Optimization exercise on an open flow, not production practice. RTL: at most simulated, not proved equivalent. Function not checked: runs 1 and 2. Power: default activity.

===== design/flow/config.mk =====
export PLATFORM = sky130hd
export DESIGN_NAME = matmul
export DESIGN_NICKNAME = matmul
export VERILOG_FILES = /design/flow/design.v
export SDC_FILE = /design/flow/constraint.sdc
export NUM_CORES = 4
export LEC_CHECK = 0
export ABC_CLOCK_PERIOD_IN_PS = 3000
export CAP_MARGIN = 20
export CORE_MARGIN = 2
export CORE_UTILIZATION = 40
export PLACE_DENSITY = 0.6
export SLEW_MARGIN = 20

===== design/flow/flow/run.sh =====
#!/bin/bash
# The standard layout, with two changes to how it is made (the SDC and its
# 10 ns clock are unchanged): port buffers use the small buf_1 cell instead of
# the default delay buffer, and repair_timing aims for a larger setup margin.
set -euo pipefail
bash standard.sh 'BUFFER_PORTS_ARGS=-buffer_cell sky130_fd_sc_hd__buf_1' SETUP_SLACK_MARGIN=5 finish > standard_make.log 2>&1

===== design/flow/constraint.sdc =====
create_clock -name core_clock -period 10.0 [get_ports {clk}]
set_input_delay 2.0000 -clock core_clock [delete_from_list [all_inputs] [get_ports {clk}]]
set_output_delay 2.0000 -clock core_clock [all_outputs]
set_load 0.01 [all_outputs]

===== design/flow/standard.sh =====
#!/bin/bash
# synth_recipe.tcl (not shown) runs the flow's synth.tcl, then flattens the netlist and writes it again
# the make line also repeats each setting of config.mk as NAME=value (left out here)
make -C /OpenROAD-flow-scripts/flow DESIGN_CONFIG=/design/flow/config.mk WORK_HOME=/design/flow/orfs CLKGATE_MAP_FILE= SYNTH_SCRIPT=/design/flow/synth_recipe.tcl "${@:-finish}"

===== design/flow/design.v =====
module matmul
#(
    parameter DIM_BITS = 16,
    parameter MEM_AW = 16,
    parameter MEM_DW = 32,
    parameter PREC = 16)
(
    input [MEM_AW-1:0] aBASE,
    input [DIM_BITS-1:0] aCOLS,
    input [DIM_BITS-1:0] aROWS,
    input [DIM_BITS-1:0] aSTRIDE,
    input [MEM_AW-1:0] bBASE,
    input [DIM_BITS-1:0] bCOLS,
    input [DIM_BITS-1:0] bSTRIDE,
    input [MEM_AW-1:0] cBASE,
    input [DIM_BITS-1:0] cSTRIDE,
    input clk,
    input go,
    input [MEM_DW-1:0] mem_rdata,
    input rst_n,
    output reg [MEM_AW-1:0] mem_addr,
    output reg mem_req,
    output [MEM_DW-1:0] mem_wdata,
    output reg mem_write,
    output reg ret
);
localparam S_IDLE = 3'd0;
localparam S_RD   = 3'd1;
localparam S_GAP  = 3'd2;
localparam S_WR   = 3'd3;
localparam S_INIT = 3'd4;
localparam K_A0 = 2'd0;
localparam K_B0 = 2'd1;
localparam K_B1 = 2'd2;
localparam K_A1 = 2'd3;
reg [2:0] st;
reg [1:0] ph;           
reg       gcnt;         
reg       kfirst;       
reg       wpend;        
reg       zero;         
reg       shortk;       
reg       w_r1, w_c1;   
reg       w_nrow;       
reg       w_done;       
reg [15:0] krem, jrem, irem;
reg [15:0] a_row, a_ptr, b_col, b_ptr, c_row, c_ptr;
reg [15:0] a_s, b_s, c_s;   
reg        klast, jlast, ilast, r1, c1;   
reg       q_v, d1_v, d2_v;
reg       q_f, d1_f, d2_f;
reg [1:0] q_k, d1_k, d2_k;
wire arr_a0 = d2_v & (d2_k == K_A0);
wire arr_b0 = d2_v & (d2_k == K_B0);
wire arr_b1 = d2_v & (d2_k == K_B1);
wire arr_a1 = d2_v & (d2_k == K_A1);
reg [15:0] ha0, hb0, hb1;
reg [15:0] xr;
reg [8:0] y_one, y_two, y_neg;    
wire [15:0] ysrc = arr_a1 ? hb0 : pend ? hb1 : mem_rdata[15:0];
wire [8:0] ysrc_one, ysrc_two, ysrc_neg;
matmul_booth_enc u_enc (.y(ysrc), .one(ysrc_one), .two(ysrc_two), .neg(ysrc_neg));
reg m_v, m_f, pend;
reg [31:0] ps, pc;       
wire [31:0] ms, mc;
matmul_csmul u_mul (.x(xr), .yone(y_one), .ytwo(y_two), .yneg(y_neg), .s(ms), .c(mc));
wire [31:0] acc_a = p_f ? 32'd0 : acc0;
wire [31:0] acc_s = acc_a ^ ps ^ pc;
wire [31:0] acc_c = ((acc_a & ps) | (acc_a & pc) | (ps & pc));
reg p_f;
reg [31:0] acc0, acc1, acc2, acc3;
assign mem_wdata = acc3;
wire [15:0] a_step2 = {a_s[14:0], 1'b0};
wire [15:0] c_step2 = {c_s[14:0], 1'b0};
reg [2:0]  st_n;
reg [1:0]  ph_n, q_k_n;
reg        mem_req_n, ret_n, q_v_n, q_f_n, mem_write_n;
reg        gcnt_n, kfirst_n, wpend_n, zero_n, shortk_n;
reg        w_r1_n, w_c1_n, w_nrow_n, w_done_n;
reg [15:0] mem_addr_n, krem_n, jrem_n, irem_n;
reg [15:0] a_row_n, a_ptr_n, b_col_n, b_ptr_n, c_row_n, c_ptr_n;
always @* begin
    st_n = st;
    ph_n = ph;
    gcnt_n = gcnt;
    kfirst_n = kfirst;
    wpend_n = wpend;
    zero_n = zero;
    shortk_n = shortk;
    w_r1_n = w_r1;
    w_c1_n = w_c1;
    w_nrow_n = w_nrow;
    w_done_n = w_done;
    krem_n = krem;
    jrem_n = jrem;
    irem_n = irem;
    a_row_n = a_row;
    a_ptr_n = a_ptr;
    b_col_n = b_col;
    b_ptr_n = b_ptr;
    c_row_n = c_row;
    c_ptr_n = c_ptr;
    mem_addr_n = mem_addr;
    mem_write_n = mem_write;
    mem_req_n = 1'b0;
    ret_n = 1'b0;
    q_v_n = 1'b0;
    q_f_n = kfirst;
    q_k_n = ph;
    case (st)
        S_IDLE: begin
            if (go)
                st_n = S_INIT;
        end
        S_INIT: begin
            krem_n = aCOLS;
            jrem_n = bCOLS;
            irem_n = aROWS;
            a_row_n = aBASE;
            a_ptr_n = aBASE;
            b_col_n = bBASE;
            b_ptr_n = bBASE;
            c_row_n = cBASE;
            c_ptr_n = cBASE;
            kfirst_n = 1'b1;
            wpend_n = 1'b0;
            zero_n = (aCOLS == 16'd0);
            shortk_n = (aCOLS[15:1] == 15'd0);
            if (aROWS == 16'd0 || bCOLS == 16'd0) begin
                st_n = S_WR;
                ph_n = 2'd3;
                w_r1_n = 1'b1;
                w_c1_n = 1'b1;
                w_done_n = 1'b1;
            end
            else begin
                st_n = S_RD;
                ph_n = 2'd1;
                mem_addr_n = aBASE;
                mem_req_n = 1'b1;
                mem_write_n = 1'b0;
                q_v_n = 1'b1;
                q_f_n = 1'b1;
                q_k_n = K_A0;
            end
        end
        S_RD: begin
            mem_req_n = 1'b1;
            mem_write_n = 1'b0;
            q_v_n = 1'b1;
            case (ph)
                2'd0: begin
                    mem_addr_n = a_ptr;
                    ph_n = 2'd1;
                end
                2'd1: begin
                    mem_addr_n = b_ptr;
                    ph_n = 2'd2;
                    if (wpend) begin
                        st_n = S_WR;
                        ph_n = 2'd0;
                        wpend_n = 1'b0;
                    end
                end
                2'd2: begin
                    mem_addr_n = b_ptr + 16'd1;
                    ph_n = 2'd3;
                end
                2'd3: begin
                    mem_addr_n = a_ptr + a_s;
                    ph_n = 2'd0;
                    if (!klast) begin
                        krem_n = krem - 16'd1;
                        kfirst_n = 1'b0;
                        a_ptr_n = a_ptr + 16'd1;
                        b_ptr_n = b_ptr + b_s;
                    end
                    else begin
                        kfirst_n = 1'b1;
                        krem_n = aCOLS;
                        w_r1_n = r1;
                        w_c1_n = c1;
                        w_nrow_n = jlast;
                        w_done_n = jlast & ilast;
                        if (!jlast) begin
                            a_ptr_n = a_row;
                            b_col_n = b_col + 16'd2;
                            b_ptr_n = b_col + 16'd2;
                            jrem_n = jrem - 16'd2;
                        end
                        else begin
                            a_row_n = a_row + a_step2;
                            a_ptr_n = a_row + a_step2;
                            b_col_n = bBASE;
                            b_ptr_n = bBASE;
                            jrem_n = bCOLS;
                            irem_n = irem - 16'd2;
                        end
                        if ((jlast & ilast) | shortk) begin
                            st_n = S_GAP;
                            gcnt_n = 1'b0;
                        end
                        else begin
                            wpend_n = 1'b1;
                        end
                    end
                end
            endcase
        end
        S_GAP: begin
            gcnt_n = 1'b1;
            if (gcnt) begin
                st_n = S_WR;
                ph_n = 2'd0;
            end
        end
        S_WR: begin
            mem_write_n = 1'b1;
            case (ph)
                2'd0: begin
                    mem_addr_n = c_ptr;
                    mem_req_n = 1'b1;
                    ph_n = 2'd1;
                end
                2'd1: begin
                    mem_addr_n = c_ptr + 16'd1;
                    mem_req_n = ~w_c1;
                    ph_n = 2'd2;
                end
                2'd2: begin
                    mem_addr_n = c_ptr + c_s;
                    mem_req_n = ~w_r1;
                    ph_n = 2'd3;
                end
                2'd3: begin
                    mem_addr_n = mem_addr + 16'd1;
                    mem_req_n = ~w_r1 & ~w_c1;
                    if (w_nrow) begin
                        c_row_n = c_row + c_step2;
                        c_ptr_n = c_row + c_step2;
                    end
                    else begin
                        c_ptr_n = c_ptr + 16'd2;
                    end
                    if (w_done) begin
                        st_n = S_IDLE;
                        ret_n = 1'b1;
                    end
                    else begin
                        st_n = S_RD;
                        ph_n = shortk ? 2'd0 : 2'd2;
                    end
                end
            endcase
        end
    endcase
end
always @(posedge clk or negedge rst_n) begin
    if (~rst_n) begin
        st <= S_IDLE;
        mem_req <= 1'b0;
        ret <= 1'b0;
        q_v <= 1'b0;
        d1_v <= 1'b0;
        d2_v <= 1'b0;
        m_v <= 1'b0;
        pend <= 1'b0;
    end
    else begin
        st <= st_n;
        mem_req <= mem_req_n;
        ret <= ret_n;
        q_v <= q_v_n;
        d1_v <= q_v;
        d2_v <= d1_v;
        m_v <= pend | (d2_v && d2_k != K_A0);
        pend <= ~pend & d2_v & (d2_k == K_A1);
    end
end
always @(posedge clk) begin
    if (st == S_INIT) begin
        a_s <= aSTRIDE;
        b_s <= bSTRIDE;
        c_s <= cSTRIDE;
    end
    klast <= (krem[15:1] == 15'd0);
    jlast <= (jrem[15:2] == 14'd0) && (jrem[1:0] != 2'd3);
    ilast <= (irem[15:2] == 14'd0) && (irem[1:0] != 2'd3);
    r1 <= (irem[15:1] == 15'd0);
    c1 <= (jrem[15:1] == 15'd0);
    ph <= ph_n;
    gcnt <= gcnt_n;
    kfirst <= kfirst_n;
    wpend <= wpend_n;
    zero <= zero_n;
    shortk <= shortk_n;
    w_r1 <= w_r1_n;
    w_c1 <= w_c1_n;
    w_nrow <= w_nrow_n;
    w_done <= w_done_n;
    krem <= krem_n;
    jrem <= jrem_n;
    irem <= irem_n;
    a_row <= a_row_n;
    a_ptr <= a_ptr_n;
    b_col <= b_col_n;
    b_ptr <= b_ptr_n;
    c_row <= c_row_n;
    c_ptr <= c_ptr_n;
    mem_addr <= mem_addr_n;
    mem_write <= mem_write_n;
    q_f <= q_f_n;
    q_k <= q_k_n;
    if (!pend)
        m_f <= d2_f;
end
always @(posedge clk) begin
    d1_f <= q_f;
    d1_k <= q_k;
    d2_f <= d1_f;
    d2_k <= d1_k;
    if (arr_a0) ha0 <= mem_rdata[15:0];
    if (arr_b0) hb0 <= mem_rdata[15:0];
    if (arr_b1) hb1 <= mem_rdata[15:0];
    if (zero)
        xr <= 16'd0;
    else if (arr_b0 | arr_b1)
        xr <= ha0;
    else if (arr_a1)
        xr <= mem_rdata[15:0];
    else if (!pend)
        xr <= 16'd0;
    y_one <= ysrc_one;
    y_two <= ysrc_two;
    y_neg <= ysrc_neg;
    p_f <= m_v & m_f;
    ps <= ms;
    pc <= mc;
    acc3 <= acc_s + {acc_c[30:0], 1'b0};
    acc2 <= acc3;
    acc1 <= acc2;
    acc0 <= acc1;
end
endmodule
module matmul_booth_enc (
    input [15:0] y,
    output [8:0] one,
    output [8:0] two,
    output [8:0] neg
);
assign one[0] = y[0] ^ 1'b0;
assign two[0] = (y[1] & ~y[0] & ~1'b0) | (~y[1] & y[0] & 1'b0);
assign neg[0] = y[1];
assign one[1] = y[2] ^ y[1];
assign two[1] = (y[3] & ~y[2] & ~y[1]) | (~y[3] & y[2] & y[1]);
assign neg[1] = y[3];
assign one[2] = y[4] ^ y[3];
assign two[2] = (y[5] & ~y[4] & ~y[3]) | (~y[5] & y[4] & y[3]);
assign neg[2] = y[5];
assign one[3] = y[6] ^ y[5];
assign two[3] = (y[7] & ~y[6] & ~y[5]) | (~y[7] & y[6] & y[5]);
assign neg[3] = y[7];
assign one[4] = y[8] ^ y[7];
assign two[4] = (y[9] & ~y[8] & ~y[7]) | (~y[9] & y[8] & y[7]);
assign neg[4] = y[9];
assign one[5] = y[10] ^ y[9];
assign two[5] = (y[11] & ~y[10] & ~y[9]) | (~y[11] & y[10] & y[9]);
assign neg[5] = y[11];
assign one[6] = y[12] ^ y[11];
assign two[6] = (y[13] & ~y[12] & ~y[11]) | (~y[13] & y[12] & y[11]);
assign neg[6] = y[13];
assign one[7] = y[14] ^ y[13];
assign two[7] = (y[15] & ~y[14] & ~y[13]) | (~y[15] & y[14] & y[13]);
assign neg[7] = y[15];
assign one[8] = 1'b0 ^ y[15];
assign two[8] = (1'b0 & ~1'b0 & ~y[15]) | (~1'b0 & 1'b0 & y[15]);
assign neg[8] = 1'b0;
endmodule
module matmul_csmul (
    input [15:0] x,
    input [8:0] yone,
    input [8:0] ytwo,
    input [8:0] yneg,
    output [31:0] s,
    output [31:0] c
);
wire one0 = yone[0];
wire two0 = ytwo[0];
wire neg0 = yneg[0];
wire pp0_0 = ((one0 & x[0]) | (two0 & 1'b0)) ^ neg0;
wire pp0_1 = ((one0 & x[1]) | (two0 & x[0])) ^ neg0;
wire pp0_2 = ((one0 & x[2]) | (two0 & x[1])) ^ neg0;
wire pp0_3 = ((one0 & x[3]) | (two0 & x[2])) ^ neg0;
wire pp0_4 = ((one0 & x[4]) | (two0 & x[3])) ^ neg0;
wire pp0_5 = ((one0 & x[5]) | (two0 & x[4])) ^ neg0;
wire pp0_6 = ((one0 & x[6]) | (two0 & x[5])) ^ neg0;
wire pp0_7 = ((one0 & x[7]) | (two0 & x[6])) ^ neg0;
wire pp0_8 = ((one0 & x[8]) | (two0 & x[7])) ^ neg0;
wire pp0_9 = ((one0 & x[9]) | (two0 & x[8])) ^ neg0;
wire pp0_10 = ((one0 & x[10]) | (two0 & x[9])) ^ neg0;
wire pp0_11 = ((one0 & x[11]) | (two0 & x[10])) ^ neg0;
wire pp0_12 = ((one0 & x[12]) | (two0 & x[11])) ^ neg0;
wire pp0_13 = ((one0 & x[13]) | (two0 & x[12])) ^ neg0;
wire pp0_14 = ((one0 & x[14]) | (two0 & x[13])) ^ neg0;
wire pp0_15 = ((one0 & x[15]) | (two0 & x[14])) ^ neg0;
wire pp0_16 = ((one0 & 1'b0) | (two0 & x[15])) ^ neg0;
wire nn0 = ~neg0;
wire one1 = yone[1];
wire two1 = ytwo[1];
wire neg1 = yneg[1];
wire pp1_0 = ((one1 & x[0]) | (two1 & 1'b0)) ^ neg1;
wire pp1_1 = ((one1 & x[1]) | (two1 & x[0])) ^ neg1;
wire pp1_2 = ((one1 & x[2]) | (two1 & x[1])) ^ neg1;
wire pp1_3 = ((one1 & x[3]) | (two1 & x[2])) ^ neg1;
wire pp1_4 = ((one1 & x[4]) | (two1 & x[3])) ^ neg1;
wire pp1_5 = ((one1 & x[5]) | (two1 & x[4])) ^ neg1;
wire pp1_6 = ((one1 & x[6]) | (two1 & x[5])) ^ neg1;
wire pp1_7 = ((one1 & x[7]) | (two1 & x[6])) ^ neg1;
wire pp1_8 = ((one1 & x[8]) | (two1 & x[7])) ^ neg1;
wire pp1_9 = ((one1 & x[9]) | (two1 & x[8])) ^ neg1;
wire pp1_10 = ((one1 & x[10]) | (two1 & x[9])) ^ neg1;
wire pp1_11 = ((one1 & x[11]) | (two1 & x[10])) ^ neg1;
wire pp1_12 = ((one1 & x[12]) | (two1 & x[11])) ^ neg1;
wire pp1_13 = ((one1 & x[13]) | (two1 & x[12])) ^ neg1;
wire pp1_14 = ((one1 & x[14]) | (two1 & x[13])) ^ neg1;
wire pp1_15 = ((one1 & x[15]) | (two1 & x[14])) ^ neg1;
wire pp1_16 = ((one1 & 1'b0) | (two1 & x[15])) ^ neg1;
wire nn1 = ~neg1;
wire one2 = yone[2];
wire two2 = ytwo[2];
wire neg2 = yneg[2];
wire pp2_0 = ((one2 & x[0]) | (two2 & 1'b0)) ^ neg2;
wire pp2_1 = ((one2 & x[1]) | (two2 & x[0])) ^ neg2;
wire pp2_2 = ((one2 & x[2]) | (two2 & x[1])) ^ neg2;
wire pp2_3 = ((one2 & x[3]) | (two2 & x[2])) ^ neg2;
wire pp2_4 = ((one2 & x[4]) | (two2 & x[3])) ^ neg2;
wire pp2_5 = ((one2 & x[5]) | (two2 & x[4])) ^ neg2;
wire pp2_6 = ((one2 & x[6]) | (two2 & x[5])) ^ neg2;
wire pp2_7 = ((one2 & x[7]) | (two2 & x[6])) ^ neg2;
wire pp2_8 = ((one2 & x[8]) | (two2 & x[7])) ^ neg2;
wire pp2_9 = ((one2 & x[9]) | (two2 & x[8])) ^ neg2;
wire pp2_10 = ((one2 & x[10]) | (two2 & x[9])) ^ neg2;
wire pp2_11 = ((one2 & x[11]) | (two2 & x[10])) ^ neg2;
wire pp2_12 = ((one2 & x[12]) | (two2 & x[11])) ^ neg2;
wire pp2_13 = ((one2 & x[13]) | (two2 & x[12])) ^ neg2;
wire pp2_14 = ((one2 & x[14]) | (two2 & x[13])) ^ neg2;
wire pp2_15 = ((one2 & x[15]) | (two2 & x[14])) ^ neg2;
wire pp2_16 = ((one2 & 1'b0) | (two2 & x[15])) ^ neg2;
wire nn2 = ~neg2;
wire one3 = yone[3];
wire two3 = ytwo[3];
wire neg3 = yneg[3];
wire pp3_0 = ((one3 & x[0]) | (two3 & 1'b0)) ^ neg3;
wire pp3_1 = ((one3 & x[1]) | (two3 & x[0])) ^ neg3;
wire pp3_2 = ((one3 & x[2]) | (two3 & x[1])) ^ neg3;
wire pp3_3 = ((one3 & x[3]) | (two3 & x[2])) ^ neg3;
wire pp3_4 = ((one3 & x[4]) | (two3 & x[3])) ^ neg3;
wire pp3_5 = ((one3 & x[5]) | (two3 & x[4])) ^ neg3;
wire pp3_6 = ((one3 & x[6]) | (two3 & x[5])) ^ neg3;
wire pp3_7 = ((one3 & x[7]) | (two3 & x[6])) ^ neg3;
wire pp3_8 = ((one3 & x[8]) | (two3 & x[7])) ^ neg3;
wire pp3_9 = ((one3 & x[9]) | (two3 & x[8])) ^ neg3;
wire pp3_10 = ((one3 & x[10]) | (two3 & x[9])) ^ neg3;
wire pp3_11 = ((one3 & x[11]) | (two3 & x[10])) ^ neg3;
wire pp3_12 = ((one3 & x[12]) | (two3 & x[11])) ^ neg3;
wire pp3_13 = ((one3 & x[13]) | (two3 & x[12])) ^ neg3;
wire pp3_14 = ((one3 & x[14]) | (two3 & x[13])) ^ neg3;
wire pp3_15 = ((one3 & x[15]) | (two3 & x[14])) ^ neg3;
wire pp3_16 = ((one3 & 1'b0) | (two3 & x[15])) ^ neg3;
wire nn3 = ~neg3;
wire one4 = yone[4];
wire two4 = ytwo[4];
wire neg4 = yneg[4];
wire pp4_0 = ((one4 & x[0]) | (two4 & 1'b0)) ^ neg4;
wire pp4_1 = ((one4 & x[1]) | (two4 & x[0])) ^ neg4;
wire pp4_2 = ((one4 & x[2]) | (two4 & x[1])) ^ neg4;
wire pp4_3 = ((one4 & x[3]) | (two4 & x[2])) ^ neg4;
wire pp4_4 = ((one4 & x[4]) | (two4 & x[3])) ^ neg4;
wire pp4_5 = ((one4 & x[5]) | (two4 & x[4])) ^ neg4;
wire pp4_6 = ((one4 & x[6]) | (two4 & x[5])) ^ neg4;
wire pp4_7 = ((one4 & x[7]) | (two4 & x[6])) ^ neg4;
wire pp4_8 = ((one4 & x[8]) | (two4 & x[7])) ^ neg4;
wire pp4_9 = ((one4 & x[9]) | (two4 & x[8])) ^ neg4;
wire pp4_10 = ((one4 & x[10]) | (two4 & x[9])) ^ neg4;
wire pp4_11 = ((one4 & x[11]) | (two4 & x[10])) ^ neg4;
wire pp4_12 = ((one4 & x[12]) | (two4 & x[11])) ^ neg4;
wire pp4_13 = ((one4 & x[13]) | (two4 & x[12])) ^ neg4;
wire pp4_14 = ((one4 & x[14]) | (two4 & x[13])) ^ neg4;
wire pp4_15 = ((one4 & x[15]) | (two4 & x[14])) ^ neg4;
wire pp4_16 = ((one4 & 1'b0) | (two4 & x[15])) ^ neg4;
wire nn4 = ~neg4;
wire one5 = yone[5];
wire two5 = ytwo[5];
wire neg5 = yneg[5];
wire pp5_0 = ((one5 & x[0]) | (two5 & 1'b0)) ^ neg5;
wire pp5_1 = ((one5 & x[1]) | (two5 & x[0])) ^ neg5;
wire pp5_2 = ((one5 & x[2]) | (two5 & x[1])) ^ neg5;
wire pp5_3 = ((one5 & x[3]) | (two5 & x[2])) ^ neg5;
wire pp5_4 = ((one5 & x[4]) | (two5 & x[3])) ^ neg5;
wire pp5_5 = ((one5 & x[5]) | (two5 & x[4])) ^ neg5;
wire pp5_6 = ((one5 & x[6]) | (two5 & x[5])) ^ neg5;
wire pp5_7 = ((one5 & x[7]) | (two5 & x[6])) ^ neg5;
wire pp5_8 = ((one5 & x[8]) | (two5 & x[7])) ^ neg5;
wire pp5_9 = ((one5 & x[9]) | (two5 & x[8])) ^ neg5;
wire pp5_10 = ((one5 & x[10]) | (two5 & x[9])) ^ neg5;
wire pp5_11 = ((one5 & x[11]) | (two5 & x[10])) ^ neg5;
wire pp5_12 = ((one5 & x[12]) | (two5 & x[11])) ^ neg5;
wire pp5_13 = ((one5 & x[13]) | (two5 & x[12])) ^ neg5;
wire pp5_14 = ((one5 & x[14]) | (two5 & x[13])) ^ neg5;
wire pp5_15 = ((one5 & x[15]) | (two5 & x[14])) ^ neg5;
wire pp5_16 = ((one5 & 1'b0) | (two5 & x[15])) ^ neg5;
wire nn5 = ~neg5;
wire one6 = yone[6];
wire two6 = ytwo[6];
wire neg6 = yneg[6];
wire pp6_0 = ((one6 & x[0]) | (two6 & 1'b0)) ^ neg6;
wire pp6_1 = ((one6 & x[1]) | (two6 & x[0])) ^ neg6;
wire pp6_2 = ((one6 & x[2]) | (two6 & x[1])) ^ neg6;
wire pp6_3 = ((one6 & x[3]) | (two6 & x[2])) ^ neg6;
wire pp6_4 = ((one6 & x[4]) | (two6 & x[3])) ^ neg6;
wire pp6_5 = ((one6 & x[5]) | (two6 & x[4])) ^ neg6;
wire pp6_6 = ((one6 & x[6]) | (two6 & x[5])) ^ neg6;
wire pp6_7 = ((one6 & x[7]) | (two6 & x[6])) ^ neg6;
wire pp6_8 = ((one6 & x[8]) | (two6 & x[7])) ^ neg6;
wire pp6_9 = ((one6 & x[9]) | (two6 & x[8])) ^ neg6;
wire pp6_10 = ((one6 & x[10]) | (two6 & x[9])) ^ neg6;
wire pp6_11 = ((one6 & x[11]) | (two6 & x[10])) ^ neg6;
wire pp6_12 = ((one6 & x[12]) | (two6 & x[11])) ^ neg6;
wire pp6_13 = ((one6 & x[13]) | (two6 & x[12])) ^ neg6;
wire pp6_14 = ((one6 & x[14]) | (two6 & x[13])) ^ neg6;
wire pp6_15 = ((one6 & x[15]) | (two6 & x[14])) ^ neg6;
wire pp6_16 = ((one6 & 1'b0) | (two6 & x[15])) ^ neg6;
wire nn6 = ~neg6;
wire one7 = yone[7];
wire two7 = ytwo[7];
wire neg7 = yneg[7];
wire pp7_0 = ((one7 & x[0]) | (two7 & 1'b0)) ^ neg7;
wire pp7_1 = ((one7 & x[1]) | (two7 & x[0])) ^ neg7;
wire pp7_2 = ((one7 & x[2]) | (two7 & x[1])) ^ neg7;
wire pp7_3 = ((one7 & x[3]) | (two7 & x[2])) ^ neg7;
wire pp7_4 = ((one7 & x[4]) | (two7 & x[3])) ^ neg7;
wire pp7_5 = ((one7 & x[5]) | (two7 & x[4])) ^ neg7;
wire pp7_6 = ((one7 & x[6]) | (two7 & x[5])) ^ neg7;
wire pp7_7 = ((one7 & x[7]) | (two7 & x[6])) ^ neg7;
wire pp7_8 = ((one7 & x[8]) | (two7 & x[7])) ^ neg7;
wire pp7_9 = ((one7 & x[9]) | (two7 & x[8])) ^ neg7;
wire pp7_10 = ((one7 & x[10]) | (two7 & x[9])) ^ neg7;
wire pp7_11 = ((one7 & x[11]) | (two7 & x[10])) ^ neg7;
wire pp7_12 = ((one7 & x[12]) | (two7 & x[11])) ^ neg7;
wire pp7_13 = ((one7 & x[13]) | (two7 & x[12])) ^ neg7;
wire pp7_14 = ((one7 & x[14]) | (two7 & x[13])) ^ neg7;
wire pp7_15 = ((one7 & x[15]) | (two7 & x[14])) ^ neg7;
wire pp7_16 = ((one7 & 1'b0) | (two7 & x[15])) ^ neg7;
wire nn7 = ~neg7;
wire one8 = yone[8];
wire two8 = ytwo[8];
wire neg8 = yneg[8];
wire pp8_0 = ((one8 & x[0]) | (two8 & 1'b0)) ^ neg8;
wire pp8_1 = ((one8 & x[1]) | (two8 & x[0])) ^ neg8;
wire pp8_2 = ((one8 & x[2]) | (two8 & x[1])) ^ neg8;
wire pp8_3 = ((one8 & x[3]) | (two8 & x[2])) ^ neg8;
wire pp8_4 = ((one8 & x[4]) | (two8 & x[3])) ^ neg8;
wire pp8_5 = ((one8 & x[5]) | (two8 & x[4])) ^ neg8;
wire pp8_6 = ((one8 & x[6]) | (two8 & x[5])) ^ neg8;
wire pp8_7 = ((one8 & x[7]) | (two8 & x[6])) ^ neg8;
wire pp8_8 = ((one8 & x[8]) | (two8 & x[7])) ^ neg8;
wire pp8_9 = ((one8 & x[9]) | (two8 & x[8])) ^ neg8;
wire pp8_10 = ((one8 & x[10]) | (two8 & x[9])) ^ neg8;
wire pp8_11 = ((one8 & x[11]) | (two8 & x[10])) ^ neg8;
wire pp8_12 = ((one8 & x[12]) | (two8 & x[11])) ^ neg8;
wire pp8_13 = ((one8 & x[13]) | (two8 & x[12])) ^ neg8;
wire pp8_14 = ((one8 & x[14]) | (two8 & x[13])) ^ neg8;
wire pp8_15 = ((one8 & x[15]) | (two8 & x[14])) ^ neg8;
wire s1 = pp0_10 ^ pp1_8;
wire c2 = pp0_10 & pp1_8;
wire s3 = pp0_11 ^ pp1_9;
wire c4 = pp0_11 & pp1_9;
wire s5 = pp0_12 ^ pp1_10 ^ pp2_8;
wire c6 = (pp0_12 & pp1_10) | (pp0_12 & pp2_8) | (pp1_10 & pp2_8);
wire s7 = pp3_6 ^ pp4_4;
wire c8 = pp3_6 & pp4_4;
wire s9 = pp0_13 ^ pp1_11 ^ pp2_9;
wire c10 = (pp0_13 & pp1_11) | (pp0_13 & pp2_9) | (pp1_11 & pp2_9);
wire s11 = pp3_7 ^ pp4_5;
wire c12 = pp3_7 & pp4_5;
wire s13 = pp0_14 ^ pp1_12 ^ pp2_10;
wire c14 = (pp0_14 & pp1_12) | (pp0_14 & pp2_10) | (pp1_12 & pp2_10);
wire s15 = pp3_8 ^ pp4_6 ^ pp5_4;
wire c16 = (pp3_8 & pp4_6) | (pp3_8 & pp5_4) | (pp4_6 & pp5_4);
wire s17 = pp6_2 ^ pp7_0;
wire c18 = pp6_2 & pp7_0;
wire s19 = pp0_15 ^ pp1_13 ^ pp2_11;
wire c20 = (pp0_15 & pp1_13) | (pp0_15 & pp2_11) | (pp1_13 & pp2_11);
wire s21 = pp3_9 ^ pp4_7 ^ pp5_5;
wire c22 = (pp3_9 & pp4_7) | (pp3_9 & pp5_5) | (pp4_7 & pp5_5);
wire s23 = pp6_3 ^ pp7_1;
wire c24 = pp6_3 & pp7_1;
wire s25 = pp0_16 ^ pp1_14 ^ pp2_12;
wire c26 = (pp0_16 & pp1_14) | (pp0_16 & pp2_12) | (pp1_14 & pp2_12);
wire s27 = pp3_10 ^ pp4_8 ^ pp5_6;
wire c28 = (pp3_10 & pp4_8) | (pp3_10 & pp5_6) | (pp4_8 & pp5_6);
wire s29 = pp6_4 ^ pp7_2 ^ pp8_0;
wire c30 = (pp6_4 & pp7_2) | (pp6_4 & pp8_0) | (pp7_2 & pp8_0);
wire s31 = neg0 ^ pp1_15 ^ pp2_13;
wire c32 = (neg0 & pp1_15) | (neg0 & pp2_13) | (pp1_15 & pp2_13);
wire s33 = pp3_11 ^ pp4_9 ^ pp5_7;
wire c34 = (pp3_11 & pp4_9) | (pp3_11 & pp5_7) | (pp4_9 & pp5_7);
wire s35 = pp6_5 ^ pp7_3 ^ pp8_1;
wire c36 = (pp6_5 & pp7_3) | (pp6_5 & pp8_1) | (pp7_3 & pp8_1);
wire s37 = neg0 ^ pp1_16 ^ pp2_14;
wire c38 = (neg0 & pp1_16) | (neg0 & pp2_14) | (pp1_16 & pp2_14);
wire s39 = pp3_12 ^ pp4_10 ^ pp5_8;
wire c40 = (pp3_12 & pp4_10) | (pp3_12 & pp5_8) | (pp4_10 & pp5_8);
wire s41 = pp6_6 ^ pp7_4 ^ pp8_2;
wire c42 = (pp6_6 & pp7_4) | (pp6_6 & pp8_2) | (pp7_4 & pp8_2);
wire s43 = nn0 ^ nn1 ^ pp2_15;
wire c44 = (nn0 & nn1) | (nn0 & pp2_15) | (nn1 & pp2_15);
wire s45 = pp3_13 ^ pp4_11 ^ pp5_9;
wire c46 = (pp3_13 & pp4_11) | (pp3_13 & pp5_9) | (pp4_11 & pp5_9);
wire s47 = pp6_7 ^ pp7_5 ^ pp8_3;
wire c48 = (pp6_7 & pp7_5) | (pp6_7 & pp8_3) | (pp7_5 & pp8_3);
wire s49 = pp2_16 ^ pp3_14 ^ pp4_12;
wire c50 = (pp2_16 & pp3_14) | (pp2_16 & pp4_12) | (pp3_14 & pp4_12);
wire s51 = pp5_10 ^ pp6_8 ^ pp7_6;
wire c52 = (pp5_10 & pp6_8) | (pp5_10 & pp7_6) | (pp6_8 & pp7_6);
wire s53 = pp8_4 ^ 1'b1;
wire c54 = pp8_4 & 1'b1;
wire s55 = nn2 ^ pp3_15 ^ pp4_13;
wire c56 = (nn2 & pp3_15) | (nn2 & pp4_13) | (pp3_15 & pp4_13);
wire s57 = pp5_11 ^ pp6_9 ^ pp7_7;
wire c58 = (pp5_11 & pp6_9) | (pp5_11 & pp7_7) | (pp6_9 & pp7_7);
wire s59 = pp3_16 ^ pp4_14 ^ pp5_12;
wire c60 = (pp3_16 & pp4_14) | (pp3_16 & pp5_12) | (pp4_14 & pp5_12);
wire s61 = pp6_10 ^ pp7_8;
wire c62 = pp6_10 & pp7_8;
wire s63 = nn3 ^ pp4_15 ^ pp5_13;
wire c64 = (nn3 & pp4_15) | (nn3 & pp5_13) | (pp4_15 & pp5_13);
wire s65 = pp4_16 ^ pp5_14;
wire c66 = pp4_16 & pp5_14;
wire s67 = pp0_6 ^ pp1_4;
wire c68 = pp0_6 & pp1_4;
wire s69 = pp0_7 ^ pp1_5;
wire c70 = pp0_7 & pp1_5;
wire s71 = pp0_8 ^ pp1_6 ^ pp2_4;
wire c72 = (pp0_8 & pp1_6) | (pp0_8 & pp2_4) | (pp1_6 & pp2_4);
wire s73 = pp3_2 ^ pp4_0;
wire c74 = pp3_2 & pp4_0;
wire s75 = pp0_9 ^ pp1_7 ^ pp2_5;
wire c76 = (pp0_9 & pp1_7) | (pp0_9 & pp2_5) | (pp1_7 & pp2_5);
wire s77 = pp3_3 ^ pp4_1;
wire c78 = pp3_3 & pp4_1;
wire s79 = pp2_6 ^ pp3_4 ^ pp4_2;
wire c80 = (pp2_6 & pp3_4) | (pp2_6 & pp4_2) | (pp3_4 & pp4_2);
wire s81 = pp5_0 ^ neg5 ^ s1;
wire c82 = (pp5_0 & neg5) | (pp5_0 & s1) | (neg5 & s1);
wire s83 = pp2_7 ^ pp3_5 ^ pp4_3;
wire c84 = (pp2_7 & pp3_5) | (pp2_7 & pp4_3) | (pp3_5 & pp4_3);
wire s85 = pp5_1 ^ s3 ^ c2;
wire c86 = (pp5_1 & s3) | (pp5_1 & c2) | (s3 & c2);
wire s87 = pp5_2 ^ pp6_0 ^ neg6;
wire c88 = (pp5_2 & pp6_0) | (pp5_2 & neg6) | (pp6_0 & neg6);
wire s89 = s5 ^ s7 ^ c4;
wire c90 = (s5 & s7) | (s5 & c4) | (s7 & c4);
wire s91 = pp5_3 ^ pp6_1 ^ s9;
wire c92 = (pp5_3 & pp6_1) | (pp5_3 & s9) | (pp6_1 & s9);
wire s93 = s11 ^ c6 ^ c8;
wire c94 = (s11 & c6) | (s11 & c8) | (c6 & c8);
wire s95 = neg7 ^ s13 ^ s15;
wire c96 = (neg7 & s13) | (neg7 & s15) | (s13 & s15);
wire s97 = s17 ^ c10 ^ c12;
wire c98 = (s17 & c10) | (s17 & c12) | (c10 & c12);
wire s99 = s19 ^ s21 ^ s23;
wire c100 = (s19 & s21) | (s19 & s23) | (s21 & s23);
wire s101 = c14 ^ c16 ^ c18;
wire c102 = (c14 & c16) | (c14 & c18) | (c16 & c18);
wire s103 = s25 ^ s27 ^ s29;
wire c104 = (s25 & s27) | (s25 & s29) | (s27 & s29);
wire s105 = c20 ^ c22 ^ c24;
wire c106 = (c20 & c22) | (c20 & c24) | (c22 & c24);
wire s107 = s31 ^ s33 ^ s35;
wire c108 = (s31 & s33) | (s31 & s35) | (s33 & s35);
wire s109 = c26 ^ c28 ^ c30;
wire c110 = (c26 & c28) | (c26 & c30) | (c28 & c30);
wire s111 = s37 ^ s39 ^ s41;
wire c112 = (s37 & s39) | (s37 & s41) | (s39 & s41);
wire s113 = c32 ^ c34 ^ c36;
wire c114 = (c32 & c34) | (c32 & c36) | (c34 & c36);
wire s115 = s43 ^ s45 ^ s47;
wire c116 = (s43 & s45) | (s43 & s47) | (s45 & s47);
wire s117 = c38 ^ c40 ^ c42;
wire c118 = (c38 & c40) | (c38 & c42) | (c40 & c42);
wire s119 = s49 ^ s51 ^ s53;
wire c120 = (s49 & s51) | (s49 & s53) | (s51 & s53);
wire s121 = c44 ^ c46 ^ c48;
wire c122 = (c44 & c46) | (c44 & c48) | (c46 & c48);
wire s123 = pp8_5 ^ s55 ^ s57;
wire c124 = (pp8_5 & s55) | (pp8_5 & s57) | (s55 & s57);
wire s125 = c50 ^ c52 ^ c54;
wire c126 = (c50 & c52) | (c50 & c54) | (c52 & c54);
wire s127 = pp8_6 ^ 1'b1 ^ s59;
wire c128 = (pp8_6 & 1'b1) | (pp8_6 & s59) | (1'b1 & s59);
wire s129 = s61 ^ c56 ^ c58;
wire c130 = (s61 & c56) | (s61 & c58) | (c56 & c58);
wire s131 = pp6_11 ^ pp7_9 ^ pp8_7;
wire c132 = (pp6_11 & pp7_9) | (pp6_11 & pp8_7) | (pp7_9 & pp8_7);
wire s133 = s63 ^ c60 ^ c62;
wire c134 = (s63 & c60) | (s63 & c62) | (c60 & c62);
wire s135 = pp6_12 ^ pp7_10 ^ pp8_8;
wire c136 = (pp6_12 & pp7_10) | (pp6_12 & pp8_8) | (pp7_10 & pp8_8);
wire s137 = 1'b1 ^ s65 ^ c64;
wire c138 = (1'b1 & s65) | (1'b1 & c64) | (s65 & c64);
wire s139 = nn4 ^ pp5_15 ^ pp6_13;
wire c140 = (nn4 & pp5_15) | (nn4 & pp6_13) | (pp5_15 & pp6_13);
wire s141 = pp7_11 ^ pp8_9 ^ c66;
wire c142 = (pp7_11 & pp8_9) | (pp7_11 & c66) | (pp8_9 & c66);
wire s143 = pp5_16 ^ pp6_14 ^ pp7_12;
wire c144 = (pp5_16 & pp6_14) | (pp5_16 & pp7_12) | (pp6_14 & pp7_12);
wire s145 = pp8_10 ^ 1'b1;
wire c146 = pp8_10 & 1'b1;
wire s147 = nn5 ^ pp6_15 ^ pp7_13;
wire c148 = (nn5 & pp6_15) | (nn5 & pp7_13) | (pp6_15 & pp7_13);
wire s149 = pp6_16 ^ pp7_14;
wire c150 = pp6_16 & pp7_14;
wire s151 = pp0_4 ^ pp1_2;
wire c152 = pp0_4 & pp1_2;
wire s153 = pp0_5 ^ pp1_3;
wire c154 = pp0_5 & pp1_3;
wire s155 = pp2_2 ^ pp3_0 ^ neg3;
wire c156 = (pp2_2 & pp3_0) | (pp2_2 & neg3) | (pp3_0 & neg3);
wire s157 = pp2_3 ^ pp3_1 ^ s69;
wire c158 = (pp2_3 & pp3_1) | (pp2_3 & s69) | (pp3_1 & s69);
wire s159 = neg4 ^ s71 ^ s73;
wire c160 = (neg4 & s71) | (neg4 & s73) | (s71 & s73);
wire s161 = s75 ^ s77 ^ c72;
wire c162 = (s75 & s77) | (s75 & c72) | (s77 & c72);
wire s163 = s79 ^ s81 ^ c76;
wire c164 = (s79 & s81) | (s79 & c76) | (s81 & c76);
wire s165 = s83 ^ s85 ^ c80;
wire c166 = (s83 & s85) | (s83 & c80) | (s85 & c80);
wire s167 = s87 ^ s89 ^ c84;
wire c168 = (s87 & s89) | (s87 & c84) | (s89 & c84);
wire s169 = s91 ^ s93 ^ c88;
wire c170 = (s91 & s93) | (s91 & c88) | (s93 & c88);
wire s171 = s95 ^ s97 ^ c92;
wire c172 = (s95 & s97) | (s95 & c92) | (s97 & c92);
wire s173 = s99 ^ s101 ^ c96;
wire c174 = (s99 & s101) | (s99 & c96) | (s101 & c96);
wire s175 = s103 ^ s105 ^ c100;
wire c176 = (s103 & s105) | (s103 & c100) | (s105 & c100);
wire s177 = s107 ^ s109 ^ c104;
wire c178 = (s107 & s109) | (s107 & c104) | (s109 & c104);
wire s179 = s111 ^ s113 ^ c108;
wire c180 = (s111 & s113) | (s111 & c108) | (s113 & c108);
wire s181 = s115 ^ s117 ^ c112;
wire c182 = (s115 & s117) | (s115 & c112) | (s117 & c112);
wire s183 = s119 ^ s121 ^ c116;
wire c184 = (s119 & s121) | (s119 & c116) | (s121 & c116);
wire s185 = s123 ^ s125 ^ c120;
wire c186 = (s123 & s125) | (s123 & c120) | (s125 & c120);
wire s187 = s127 ^ s129 ^ c124;
wire c188 = (s127 & s129) | (s127 & c124) | (s129 & c124);
wire s189 = s131 ^ s133 ^ c128;
wire c190 = (s131 & s133) | (s131 & c128) | (s133 & c128);
wire s191 = s135 ^ s137 ^ c132;
wire c192 = (s135 & s137) | (s135 & c132) | (s137 & c132);
wire s193 = s139 ^ s141 ^ c136;
wire c194 = (s139 & s141) | (s139 & c136) | (s141 & c136);
wire s195 = s143 ^ s145 ^ c140;
wire c196 = (s143 & s145) | (s143 & c140) | (s145 & c140);
wire s197 = pp8_11 ^ s147 ^ c144;
wire c198 = (pp8_11 & s147) | (pp8_11 & c144) | (s147 & c144);
wire s199 = pp8_12 ^ 1'b1 ^ s149;
wire c200 = (pp8_12 & 1'b1) | (pp8_12 & s149) | (1'b1 & s149);
wire s201 = nn6 ^ pp7_15 ^ pp8_13;
wire c202 = (nn6 & pp7_15) | (nn6 & pp8_13) | (pp7_15 & pp8_13);
wire s203 = pp7_16 ^ pp8_14;
wire c204 = pp7_16 & pp8_14;
wire s205 = pp0_2 ^ pp1_0;
wire c206 = pp0_2 & pp1_0;
wire s207 = pp0_3 ^ pp1_1;
wire c208 = pp0_3 & pp1_1;
wire s209 = pp2_0 ^ neg2 ^ s151;
wire c210 = (pp2_0 & neg2) | (pp2_0 & s151) | (neg2 & s151);
wire s211 = pp2_1 ^ s153 ^ c152;
wire c212 = (pp2_1 & s153) | (pp2_1 & c152) | (s153 & c152);
wire s213 = s67 ^ s155 ^ c154;
wire c214 = (s67 & s155) | (s67 & c154) | (s155 & c154);
wire s215 = c68 ^ s157 ^ c156;
wire c216 = (c68 & s157) | (c68 & c156) | (s157 & c156);
wire s217 = c70 ^ s159 ^ c158;
wire c218 = (c70 & s159) | (c70 & c158) | (s159 & c158);
wire s219 = c74 ^ s161 ^ c160;
wire c220 = (c74 & s161) | (c74 & c160) | (s161 & c160);
wire s221 = c78 ^ s163 ^ c162;
wire c222 = (c78 & s163) | (c78 & c162) | (s163 & c162);
wire s223 = c82 ^ s165 ^ c164;
wire c224 = (c82 & s165) | (c82 & c164) | (s165 & c164);
wire s225 = c86 ^ s167 ^ c166;
wire c226 = (c86 & s167) | (c86 & c166) | (s167 & c166);
wire s227 = c90 ^ s169 ^ c168;
wire c228 = (c90 & s169) | (c90 & c168) | (s169 & c168);
wire s229 = c94 ^ s171 ^ c170;
wire c230 = (c94 & s171) | (c94 & c170) | (s171 & c170);
wire s231 = c98 ^ s173 ^ c172;
wire c232 = (c98 & s173) | (c98 & c172) | (s173 & c172);
wire s233 = c102 ^ s175 ^ c174;
wire c234 = (c102 & s175) | (c102 & c174) | (s175 & c174);
wire s235 = c106 ^ s177 ^ c176;
wire c236 = (c106 & s177) | (c106 & c176) | (s177 & c176);
wire s237 = c110 ^ s179 ^ c178;
wire c238 = (c110 & s179) | (c110 & c178) | (s179 & c178);
wire s239 = c114 ^ s181 ^ c180;
wire c240 = (c114 & s181) | (c114 & c180) | (s181 & c180);
wire s241 = c118 ^ s183 ^ c182;
wire c242 = (c118 & s183) | (c118 & c182) | (s183 & c182);
wire s243 = c122 ^ s185 ^ c184;
wire c244 = (c122 & s185) | (c122 & c184) | (s185 & c184);
wire s245 = c126 ^ s187 ^ c186;
wire c246 = (c126 & s187) | (c126 & c186) | (s187 & c186);
wire s247 = c130 ^ s189 ^ c188;
wire c248 = (c130 & s189) | (c130 & c188) | (s189 & c188);
wire s249 = c134 ^ s191 ^ c190;
wire c250 = (c134 & s191) | (c134 & c190) | (s191 & c190);
wire s251 = c138 ^ s193 ^ c192;
wire c252 = (c138 & s193) | (c138 & c192) | (s193 & c192);
wire s253 = c142 ^ s195 ^ c194;
wire c254 = (c142 & s195) | (c142 & c194) | (s195 & c194);
wire s255 = c146 ^ s197 ^ c196;
wire c256 = (c146 & s197) | (c146 & c196) | (s197 & c196);
wire s257 = c148 ^ s199 ^ c198;
wire c258 = (c148 & s199) | (c148 & c198) | (s199 & c198);
wire s259 = c150 ^ s201 ^ c200;
wire c260 = (c150 & s201) | (c150 & c200) | (s201 & c200);
wire s261 = 1'b1 ^ s203 ^ c202;
wire c262 = (1'b1 & s203) | (1'b1 & c202) | (s203 & c202);
wire s263 = nn7 ^ pp8_15 ^ c204;
wire c264 = (nn7 & pp8_15) | (nn7 & c204) | (pp8_15 & c204);
assign s[0] = pp0_0;
assign c[0] = neg0;
assign s[1] = pp0_1;
assign c[1] = 1'b0;
assign s[2] = neg1;
assign c[2] = s205;
assign s[3] = s207;
assign c[3] = c206;
assign s[4] = s209;
assign c[4] = c208;
assign s[5] = s211;
assign c[5] = c210;
assign s[6] = s213;
assign c[6] = c212;
assign s[7] = s215;
assign c[7] = c214;
assign s[8] = s217;
assign c[8] = c216;
assign s[9] = s219;
assign c[9] = c218;
assign s[10] = s221;
assign c[10] = c220;
assign s[11] = s223;
assign c[11] = c222;
assign s[12] = s225;
assign c[12] = c224;
assign s[13] = s227;
assign c[13] = c226;
assign s[14] = s229;
assign c[14] = c228;
assign s[15] = s231;
assign c[15] = c230;
assign s[16] = s233;
assign c[16] = c232;
assign s[17] = s235;
assign c[17] = c234;
assign s[18] = s237;
assign c[18] = c236;
assign s[19] = s239;
assign c[19] = c238;
assign s[20] = s241;
assign c[20] = c240;
assign s[21] = s243;
assign c[21] = c242;
assign s[22] = s245;
assign c[22] = c244;
assign s[23] = s247;
assign c[23] = c246;
assign s[24] = s249;
assign c[24] = c248;
assign s[25] = s251;
assign c[25] = c250;
assign s[26] = s253;
assign c[26] = c252;
assign s[27] = s255;
assign c[27] = c254;
assign s[28] = s257;
assign c[28] = c256;
assign s[29] = s259;
assign c[29] = c258;
assign s[30] = s261;
assign c[30] = c260;
assign s[31] = s263;
assign c[31] = c262;
endmodule

==> results.json, run 1 <==
{
  "io_buffer_count": 213,
  "grt_usage": 0.1943,
  "max-vdd-ir-drop_mv": 0.1567,
  "rows": 102,
  "timing.final.max_slew_violations": 0,
  "synth.avg_cell_area_sq_um": 10.04,
  "async_reset_ff_frac": 0.01905,
  "grt_pass1_vias": 22790,
  "p_per_area_mw_per_mm2": 226.7,
  "ys.flop_type": "edfxtp_1",
  "die_w_um": 283.5,
  "grt_max_degree": 82,
  "grt_pass1_wl_um": 125100,
  "h-tree-depth": 2,
  "finalSetupViolations": 0,
  "io_pins": 230,
  "synth_edf_count": 269,
  "fp.dieH_um": 283.5,
  "max_clock_freq_mhz": 233.8,
  "synth_nets": 3563,
  "syn2layout_area_growth_pct": 11.81,
  "holdWs_ps": 318.6,
  "clock_path_buffers": 3,
  "gp_congestion": 0.8934,
  "dp_hpwl_um": 57020,
  "max_slew_margin": 0.2686,
  "die_area_sq_mm": 0.08034,
  "synth_common_cells": "inv_1, edfxtp_1, nand2_1",
  "layout_min_cycle_time_ps": 4277,
  "seq_area_sq_mm": 0.01325,
  "fin_skew_ps": 13.25,
  "ctsResizeCount": 0,
  "cts_tree": "built",
  "wl_per_cell_um": 18.29,
  "core_sq_mm": 0.07734,
  "grt_overflow_total": 0,
  "synth_area_sq_mm": 0.03124,
  "hold_violations": 0,
  "worstSetupStartpointType": "flip-flop",
  "drv_cap": 0,
  "syn_inst": 3111,
  "dr.pass1.iters": 6,
  "cp_max_fo": 21,
  "start_util": 0.4039,
  "antenna_found_initial": 7,
  "viasPerCell": 5.356,
  "cts_root_buffer": "clkbuf_16",
  "crit_required_ps": 10510,
  "worst_pin_slew_ps": 1097,
  "wirelength_um": 79140,
  "antenna_left": 0,
  "cp.arrival_ps": 4790,
  "min_period_over_period": 0.4277,
  "leakage_nw": 13.60,
  "status": "timing/DRC/antenna clean",
  "fillers": 7592,
  "crit_type": "reg2reg",
  "num_vias": 23170,
  "p_total_mw": 7.916,
  "ys.warnings.count": 1,
  "synthTopCellsByArea": "edfxtp_1, dfxtp_1, fa_1",
  "clkLatencyLatePin_ps": 620,
  "numCtsBuffers": 58,
  "drive_gt1_frac": 0.05419,
  "yosysTopAreaCell": "edfxtp_1",
  "nNetsFinal": 3687,
  "cts.sinks": 525,
  "rsz0062_at_grt": "no",
  "yosysSeqAreaShare": 0.4243,
  "ctsHoldBuffers": 0,
  "min_path_type": "reg2reg",
  "initialDrtViolationCount": 1429,
  "yosysMostFrequentCell": "inv_1",
  "yosys_register_bits": 525,
  "drc_errors": 0,
  "multiInputGateArea_sq_mm": 0.01627,
  "fin_tns_setup_ps": 0,
  "synth_top_cell_area_share": 0.2586,
  "clkTransAtPathRegs_ps": 60,
  "cp-end-kind": "flip-flop",
  "cts_setup_buffers": 0,
  "ys_types": 91
}
layout by cell type (no fill, tap or decap), types with 76 or more instances in the layout:
| cell | count |
|---|---|
| o21ai_0 | 132 |
| ha_1 | 134 |
| edfxtp_1 | 269 |
| nor2_1 | 178 |
| a22oi_1 | 125 |
| nand3_1 | 76 |
| a21oi_1 | 150 |
| xnor2_1 | 232 |
| xor2_1 | 84 |
| inv_1 | 273 |
| buf_1 | 213 |
| fa_1 | 139 |
| dfxtp_1 | 246 |
| nand2_1 | 250 |
power breakdown:
group          total (mW)  leakage, nW  internal [mW]  switching, mW
combinational        2.85         7.94           1.24           1.61
sequential           2.81         4.66           2.66          0.147
clock                2.26         1.00           1.35          0.910
cell families (layout without fill, tap and decap cells):
logic type | Yosys count | count (layout) | share of synthesized area
AO/OA/AOI/OAI | 684 | 684 | 0.1438
AND/OR/NAND/NOR | 793 | 793 | 0.1217
adder cells (fa/ha/maj) | 273 | 273 | 0.1428
XOR/XNOR | 316 | 316 | 0.08860
other | 0 | 1 | 0
multiplexers | 63 | 63 | 0.02295
flip-flops | 525 | 525 | 0.4243
buffers and inverters | 457 | 631 | 0.05592
registers in the layout, indices dropped and copies added (netlist names), 31 cells and up:
signal  flops
ps         32
pc         31
acc3       32
acc0       32
acc2       32
acc1       32
worst paths after layout:
path                        from        to  slack [ps]  cells past startpoint
setup reg to reg             p_f  acc3[24]        5720                     13
max in group asynchronous  rst_n     st[1]        8080                      1
min in group asynchronous  rst_n       ret        1420                      1
hold / removal              d1_f      d2_f         320                      0
setup / recovery             p_f  acc3[24]        5720                     13
hold reg to reg             d1_f      d2_f         320                      0
area by class of cell:
cell class,count,share of cell area
antenna,1,0.00007165
timing repair buffer,241,0.02891
clock inverter,38,0.01240
clock buffer,72,0.04586
tap,1040,0.03726
multi-input combinational,2129,0.4659
inverter,280,0.03013
sequential,525,0.3795
layer usage:
| layer | share of wire | GRT usage | vias up | wire, um |
|---|---|---|---|---|
| met5 | 0.00069 | 0 | - | 55 |
| met4 | 0.029 | 0.06310 | 10 | 2323 |
| met3 | 0.059 | 0.03014 | 129 | 4678 |
| met2 | 0.48 | 0.3360 | 655 | 38290 |
| met1 | 0.43 | 0.2484 | 11230 | 33790 |
| li1 | - | - | 11150 | - |
worst max-delay path: stages (launching register included):
cell and delay (ps):
dfxtp_1 700, buf_4 360, nand2b_1 150, fa_1 410, inv_1 70, ha_1 250, nand3_1 100, o211ai_1 320
a22oi_1 230, o32ai_2 580, a21boi_1 270, o311ai_1 430, a21oi_1 140, xnor2_1 130
stage by stage:
stage	cell area [sq um]	util	cells	worst slack, ps
CTS	34920	0.4515	4325	5663
floorplan	31240	-	3111	6074
global placement	32890	0.4252	4215	5704
detailed placement	32890	0.4252	4215	5703
global route	34930	0.4516	4326	5393
finish	34930	0.4516	4326	5723
==> inputs of run 2 (changes only) <==
==> design/flow/flow/run.sh (replaced) <==
#!/bin/bash
# The standard layout, with two changes to how it is made (the SDC and its
# 10 ns clock are unchanged): port buffers use the small buf_1 cell instead of
# the default delay buffer, and repair_timing aims for a larger setup margin.
set -euo pipefail
bash standard.sh 'BUFFER_PORTS_ARGS=-buffer_cell sky130_fd_sc_hd__buf_1' SETUP_SLACK_MARGIN=6 finish > standard_make.log 2>&1
==> run 2 against run 1 <==
  * Via count down 0.28%
  * Clock power is essentially flat
  * Power up 0.48%
  * Synthesized cell count did not move
  * Non-clock buffer count unchanged
  * Combinational power is 1% higher
  * Worst hold slack better by 1.4 ps
  * Sequential cell count is the same
  * Core utilization increased by 0.052 points
  * Area after synthesis stayed put
  * Routed wire length is essentially flat
  * Still clean
==> results.json, run 2 <==
{
  "grt_pass1_vias": 22790,
  "min_period_over_period": 0.3776,
  "fp.dieH_um": 283.5,
  "reg2reg_slack_ps": 6220,
  "grt_overflow_total": 0,
  "cp_num_buf_inv": 1,
  "use_met3": 0.03014,
  "grt_use_met1": 0.2484,
  "cpMaxStageDelayCell": "nand2_1",
  "cp_max_fo": 69,
  "grt_usage": 0.1943,
  "die_w_um": 283.5,
  "synth_top_cell_area_share": 0.2586,
  "hold_depth": 0,
  "worstSetupStartpointType": "flip-flop",
  "top_usage_layer": "met2",
  "io_pins": 230,
  "cts_root_buffer": "clkbuf_16",
  "hold_violations": 0,
  "max_slew_margin": 0.2654,
  "yosys_register_bits": 525,
  "wl_per_cell_um": 18.30,
  "max_clock_freq_mhz": 264.8,
  "ys.warnings.count": 1,
  "numCtsBuffers": 58,
  "synth_edf_count": 269,
  "finalSetupViolations": 0,
  "antenna_left": 0,
  "initialDrtViolationCount": 1368,
  "cp-end-kind": "flip-flop",
  "status": "timing/DRC/antenna clean",
  "core_sq_mm": 0.07734,
  "ctsHoldBuffers": 0,
  "synth_nets": 3563,
  "hp-start": "d1_f",
  "layout_min_cycle_time_ps": 3776,
  "dp_worst_setup_slack_ps": 5703,
  "worst_pin_slew_ps": 1102,
  "ys_types": 91,
  "synthTopCellsByArea": "edfxtp_1, dfxtp_1, fa_1",
  "clkTransAtPathRegs_ps": 60,
  "r2r_cells": 9,
  "grt_pass1_wl_um": 125000,
  "syn_inst": 3111,
  "cts_setup_buffers": 0,
  "cts_tree": "built",
  "timing.final.max_slew_violations": 0,
  "h-tree-depth": 2,
  "p_per_area_mw_per_mm2": 227.5,
  "async_reset_ff_frac": 0.01905,
  "synth_common_cells": "inv_1, edfxtp_1, nand2_1",
  "fin_tns_setup_ps": 0,
  "yosysSeqAreaShare": 0.4243,
  "yosysMostFrequentCell": "inv_1",
  "viasPerCell": 5.341,
  "cp.arrival_ps": 4110,
  "ys.flop_type": "edfxtp_1",
  "finalNonFillerCells": 4326,
  "rows": 102,
  "clkLatencyLatePin_ps": 620,
  "die_area_sq_mm": 0.08034,
  "num_vias": 23110,
  "fillers": 7587,
  "grt_max_degree": 82,
  "layout_setup_ws_ps": 6224,
  "nNetsFinal": 3687,
  "gp_congestion": 0.8934,
  "drv_cap": 0,
  "mostFrequentLayoutCells": "inv_1, edfxtp_1, nand2_1, dfxtp_1, xnor2_1",
  "crit_required_ps": 10330,
  "wirelength_um": 79180,
  "max-vdd-ir-drop_mv": 0.1547,
  "cp_slowest_stage_delay_ps": 670,
  "leakage_nw": 13.60,
  "drive_gt1_frac": 0.05540,
  "cts.sinks": 525,
  "syn2layout_area_growth_pct": 11.94,
  "synth_area_sq_mm": 0.03124,
  "path_cells": "buf_4 -> nand2_1 -> and3_4 -> o21a_1 -> and2_4 -> xor2_1 -> mux4_2 -> o311ai_1 -> o211ai_1",
  "io_buffer_count": 213,
  "placed_cells": 4215,
  "cpLargestDelayFamily": "simple AND/OR/NAND/NOR gates",
  "clock_path_buffers": 3,
  "antenna_found_initial": 7,
  "dr.pass1.iters": 5,
  "start_util": 0.4039,
  "yosysTopAreaCell": "edfxtp_1",
  "grtUsageMet2": 0.3360,
  "layout_commonest_cell": "inv_1",
  "min_to": "d2_f",
  "rr_endpoint": "mem_addr[9]",
  "ctsResizeCount": 3,
  "dp_hpwl_um": 57020,
  "worstReg2RegStart": "ph[1]",
  "drc_errors": 0,
  "rsz0062_at_grt": "no",
  "min_path_type": "reg2reg",
  "crit_type": "reg2reg",
  "synth.avg_cell_area_sq_um": 10.04,
  "fin_skew_ps": 12.97
}
[run 2: final cells by class]
class                      instances  area, sq um  area share
antenna                            1        2.502  0.00007157
clock buffer                      72         1602     0.04580
clock inverter                    38        432.9     0.01238
inverter                         280         1056     0.03020
multi-input combinational       2129        16300      0.4661
sequential                       525        13260      0.3791
tap                             1040         1301     0.03721
timing repair buffer             241         1017     0.02909
[run 2: logic make-up (layout without fill, tap and decap cells)]
kind of cell / Yosys count / in the layout / share of synthesized area
AND/OR/NAND/NOR: 793 / 793 / 0.1217
adder cells (fa/ha/maj): 273 / 273 / 0.1428
XOR/XNOR: 316 / 316 / 0.08860
other: 0 / 1 / 0
multiplexers: 63 / 63 / 0.02295
buffers and inverters: 457 / 631 / 0.05592
flip-flops: 525 / 525 / 0.4243
AO/OA/AOI/OAI: 684 / 684 / 0.1438
[run 2: power by group]
part           leakage [nW]  internal, mW  switching (mW)
sequential             4.66          2.66           0.147
clock                  1.00          1.35           0.911
combinational          7.94          1.25            1.64
total                  13.6          5.26            2.69
[run 2: worst max path at each step]
stage	slack, ps	endpoint	cells after the start	startpoint
6_report	6220	mem_addr[9]	9	ph[1]
3_3_place_gp	5700	acc3[31]	13	p_f
4_1_cts	5910	acc3[31]	13	p_f
3_5_place_dp	5700	acc3[31]	13	p_f
5_1_grt	6010	acc3[24]	13	p_f
2_1_floorplan	6070	a_ptr[0]	6	st[0]
[run 2: worst reg2reg max path, delay by kind of cell (launching register included)]
family | cells | cell delay (ps)
xor gates and xnor gates | 1 | 130
muxes | 1 | 470
DFF | 1 | 320
AOI/OAI and AO/OA | 3 | 620
and+or+nand+nor | 3 | 1380
buffers and inverters | 1 | 580
[run 2: routing by layer]
metal,vias to the layer above,wire length [um],part of all wire
met1,11190,33950,0.43
li1,11150,-,-
met3,128,4446,0.056
met2,630,38440,0.49
met4,10,2292,0.029
met5,-,55,0.00069
[run 2: stage by stage]
| step | hold WS (ps) | instance area, sq um | power [mW] | util |
|---|---|---|---|---|
| after floorplan | 309.6 | 31240 | 5.044 | - |
| after global placement | 310.1 | 32890 | 5.686 | 0.4252 |
| after detailed placement | 312.1 | 32890 | 5.729 | 0.4252 |
| after CTS | 320.0 | 34940 | 8.056 | 0.4518 |
| after global routing | 322.5 | 34970 | 8.604 | 0.4521 |
| final | 320.0 | 34970 | 7.954 | 0.4521 |
==> inputs of run 3 (changes only) <==
--- a/design/flow/design.v
+++ b/design/flow/design.v
@@ -64,10 +64,8 @@
 reg [31:0] ps, pc;       
 wire [31:0] ms, mc;
 matmul_csmul u_mul (.x(xr), .yone(y_one), .ytwo(y_two), .yneg(y_neg), .s(ms), .c(mc));
-wire [31:0] acc_a = p_f ? 32'd0 : acc0;
-wire [31:0] acc_s = acc_a ^ ps ^ pc;
-wire [31:0] acc_c = ((acc_a & ps) | (acc_a & pc) | (ps & pc));
-reg p_f;
+wire [31:0] acc_s = acc0 ^ ps ^ pc;
+wire [31:0] acc_c = ((acc0 & ps) | (acc0 & pc) | (ps & pc));
 reg [31:0] acc0, acc1, acc2, acc3;
 assign mem_wdata = acc3;
 wire [15:0] a_step2 = {a_s[14:0], 1'b0};
@@ -100,8 +98,8 @@
     b_ptr_n = b_ptr;
     c_row_n = c_row;
     c_ptr_n = c_ptr;
-    mem_addr_n = mem_addr;
-    mem_write_n = mem_write;
+    mem_addr_n = a_ptr;
+    mem_write_n = 1'b1;
     mem_req_n = 1'b0;
     ret_n = 1'b0;
     q_v_n = 1'b0;
@@ -333,13 +331,12 @@
     y_one <= ysrc_one;
     y_two <= ysrc_two;
     y_neg <= ysrc_neg;
-    p_f <= m_v & m_f;
     ps <= ms;
     pc <= mc;
     acc3 <= acc_s + {acc_c[30:0], 1'b0};
     acc2 <= acc3;
     acc1 <= acc2;
-    acc0 <= acc1;
+    acc0 <= (m_v & m_f) ? 32'd0 : acc1;
 end
 endmodule
 module matmul_booth_enc (
==> design/flow/flow/run.sh (replaced) <==
#!/bin/bash
# The standard layout, with two changes to how it is made (the SDC and its
# 10 ns clock are unchanged): port buffers use the small buf_1 cell instead of
# the default delay buffer, and repair_timing aims for a larger setup margin.
set -euo pipefail
bash standard.sh 'BUFFER_PORTS_ARGS=-buffer_cell sky130_fd_sc_hd__buf_1' SETUP_SLACK_MARGIN=6.5 finish > standard_make.log 2>&1
==> run 3 against run 2 <==
  * Still clean on timing, DRC and antenna
  * Area after synthesis down 2.8%
  * Combinational power rose to 2.6 times the previous value
  * Clock-buffer cell count down 1
  * Cell count down 4.3%
  * First-iteration DRC count up 11%
  * Critical path depth up 8
  * Power up 73%
  * Final area down 1.5%
  * Global-route usage down 0.16 points
  * Highest routed layer unchanged
==> results.json, run 3 <==
{
  "status": "timing/DRC/antenna clean",
  "clockPowerShare": 0.176,
  "nNetsFinal": 3556,
  "drv_cap": 0,
  "comb_power_share": 0.539,
  "crit_required_ps": 10570,
  "ys_types": 91,
  "ys.flop_type": "dfxtp_1",
  "leakage_nw": 12.85,
  "synth_edf_count": 252,
  "fin_skew_ps": 28.55,
  "min_period_over_period": 0.3530,
  "synth_area_sq_mm": 0.03037,
  "grt_overflow_total": 0,
  "timing.final.max_slew_violations": 0,
  "cp-end-kind": "flip-flop",
  "synthAdderAreaFrac": 0.1468,
  "numCtsBuffers": 61,
  "max_slew_margin": 0.2958,
  "die_w_um": 279.6,
  "fillers": 7190,
  "num_vias": 22070,
  "cts_root_buffer": "clkbuf_16",
  "start_util": 0.4019,
  "power_frac_seq": 0.285,
  "io_buffer_count": 213,
  "h-tree-depth": 2,
  "synth_top_cell_area_share": 0.2492,
  "syn2layout_area_growth_pct": 13.40,
  "grt_max_degree": 84,
  "core_sq_mm": 0.07557,
  "finalSetupViolations": 0,
  "io_pins": 230,
  "viasPerCell": 5.329,
  "cts.sinks": 524,
  "layout_min_cycle_time_ps": 3530,
  "crit_type": "reg2reg",
  "cts_tree": "built",
  "initialDrtViolationCount": 1518,
  "grt_pass1_vias": 21380,
  "dp_hpwl_um": 55310,
  "min_path_type": "reg2reg",
  "grt_usage": 0.1927,
  "yosysSeqAreaShare": 0.4301,
  "synth_common_cells": "dfxtp_1, nand2_1, edfxtp_1",
  "yosys_register_bits": 524,
  "synth_nets": 3410,
  "mostFrequentLayoutCells": "nand2_1, edfxtp_1, dfxtp_1, xnor2_1, buf_1",
  "finalNonFillerCells": 4141,
  "antenna_left": 0,
  "cp_slowest_stage_delay_ps": 600,
  "cp.arrival_ps": 4100,
  "yosysTopAreaCell": "edfxtp_1",
  "clkLatencyLatePin_ps": 660,
  "p_int_mw": 7.914,
  "ys.warnings.count": 1,
  "fin_tns_setup_ps": 0,
  "antenna_found_initial": 14,
  "placed_cells": 4004,
  "synthSimpleGateAreaFrac": 0.1202,
  "synth_top_family_by_area": "adder cells",
  "path_cells": "fa_1 -> ha_4 -> o211ai_1 -> a21oi_4 -> a211oi_4 -> o211ai_1 -> buf_4 -> buf_4 -> buf_4 -> buf_4 -> buf_4 -> buf_4 -> buf_4 -> buf_4 -> buf_4 -> a21oi_2 -> xnor2_1",
  "worstSetupStartpointType": "flip-flop",
  "drive_gt1_frac": 0.08141,
  "wirelength_um": 76540,
  "yosysMostFrequentCell": "dfxtp_1",
  "switching_share": 0.4245,
  "synth.avg_cell_area_sq_um": 10.27,
  "cp_common_cell": "buf_4",
  "muxShareOfSynthArea": 0.02369,
  "dr.pass1.iters": 7
}
run 3: cell types whose count changed in the layout (fill, tap and decap cells not counted), sizes merged, moves of 9 or more:
cell    change
xor2       +13
and2       +26
nand4       -9
buf         +9
and3       -14
nor3        -9
nor2       +19
nand2b     -26
nand3      -15
dfxtp      +16
a21o       -19
inv       -109
edfxtp     -17
run 3: critical path: cells and delay by family (launching register included):
family | cells | cell delay (ps)
flops | 1 | 310
buf+inv | 9 | 1150
compound gates | 5 | 1040
fa+ha+maj | 2 | 840
xor+xnor | 1 | 130
run 3: power by group through the flow:
stage,Sequential [mW],Combinational [mW],Clock (mW)
after floorplan,3.53,5.56,0
after global placement,3.94,6.98,0
after detailed placement,3.94,7.17,0
after CTS,3.91,7.43,2.48
after global routing,4.01,8.58,2.57
final,3.92,7.41,2.43
run 3: logic make-up (layout without fill, tap and decap cells):
logic type | after synthesis | in the layout
simple gates | 768 | 769
compound gates | 663 | 663
flops | 524 | 524
buf+inv | 342 | 540
xor+xnor | 325 | 325
fa+ha+maj | 273 | 273
mux | 63 | 63
other cells | 0 | 6
run 3: cell type report:
cell class              instances  area [sq um]  share of cell area
repair buffers                250          1081             0.03139
inverters                     174         663.1             0.01925
flip-flops and latches        524         13110              0.3805
clock buffers                  71          1625             0.04719
multi-input cells            2093         16130              0.4684
well taps                     978          1224             0.03553
clock inverters                45         596.8             0.01733
diodes                          6         15.01           0.0004360
run 3: layer usage:
layer  wire [um]  GRT usage  vias up
met5          97          0        -
met4        2263    0.06266       14
met3        4258    0.03303      136
met2       37330     0.3319      592
met1       32590     0.2453    10610
li1            -          -    10720
run 3: what timing repair did:
action	4_1_cts	5_1_grt
setup endpoints to repair	38	34
setup buffers	13	1
gates cloned	0	1
pin swaps	3	6
endpoints found under the hold margin	0	0
resized for setup	23	31
run 3: metrics by stage:
step,hold WS [ps],cell area [sq um],worst slack [ps],utilization,total power [mW]
6_report,318.1,34440,6470,0.4557,13.75
4_1_cts,317.0,34310,6466,0.4541,13.82
5_1_grt,323.9,34440,6339,0.4557,15.16
2_1_floorplan,309.6,30380,6512,-,9.096
3_3_place_gp,311.0,31940,5900,0.4227,10.92
3_5_place_dp,312.1,31940,5881,0.4227,11.11
run 3: final timing paths:
kind	startpoint	end	slack, ps	cells after the start
worst min-delay path	acc2[5]	acc1[5]	320	0
min in group asynchronous	rst_n	st[0]	1480	1
max in group asynchronous	rst_n	d2_v	7900	1
worst min register to register	acc2[5]	acc1[5]	320	0
worst max register to register	ps[4]	acc3[19]	6470	17
worst max-delay path	ps[4]	acc3[19]	6470	17
Testbench counts of run 3, summed over its fixed seeds: cycles 52,372.
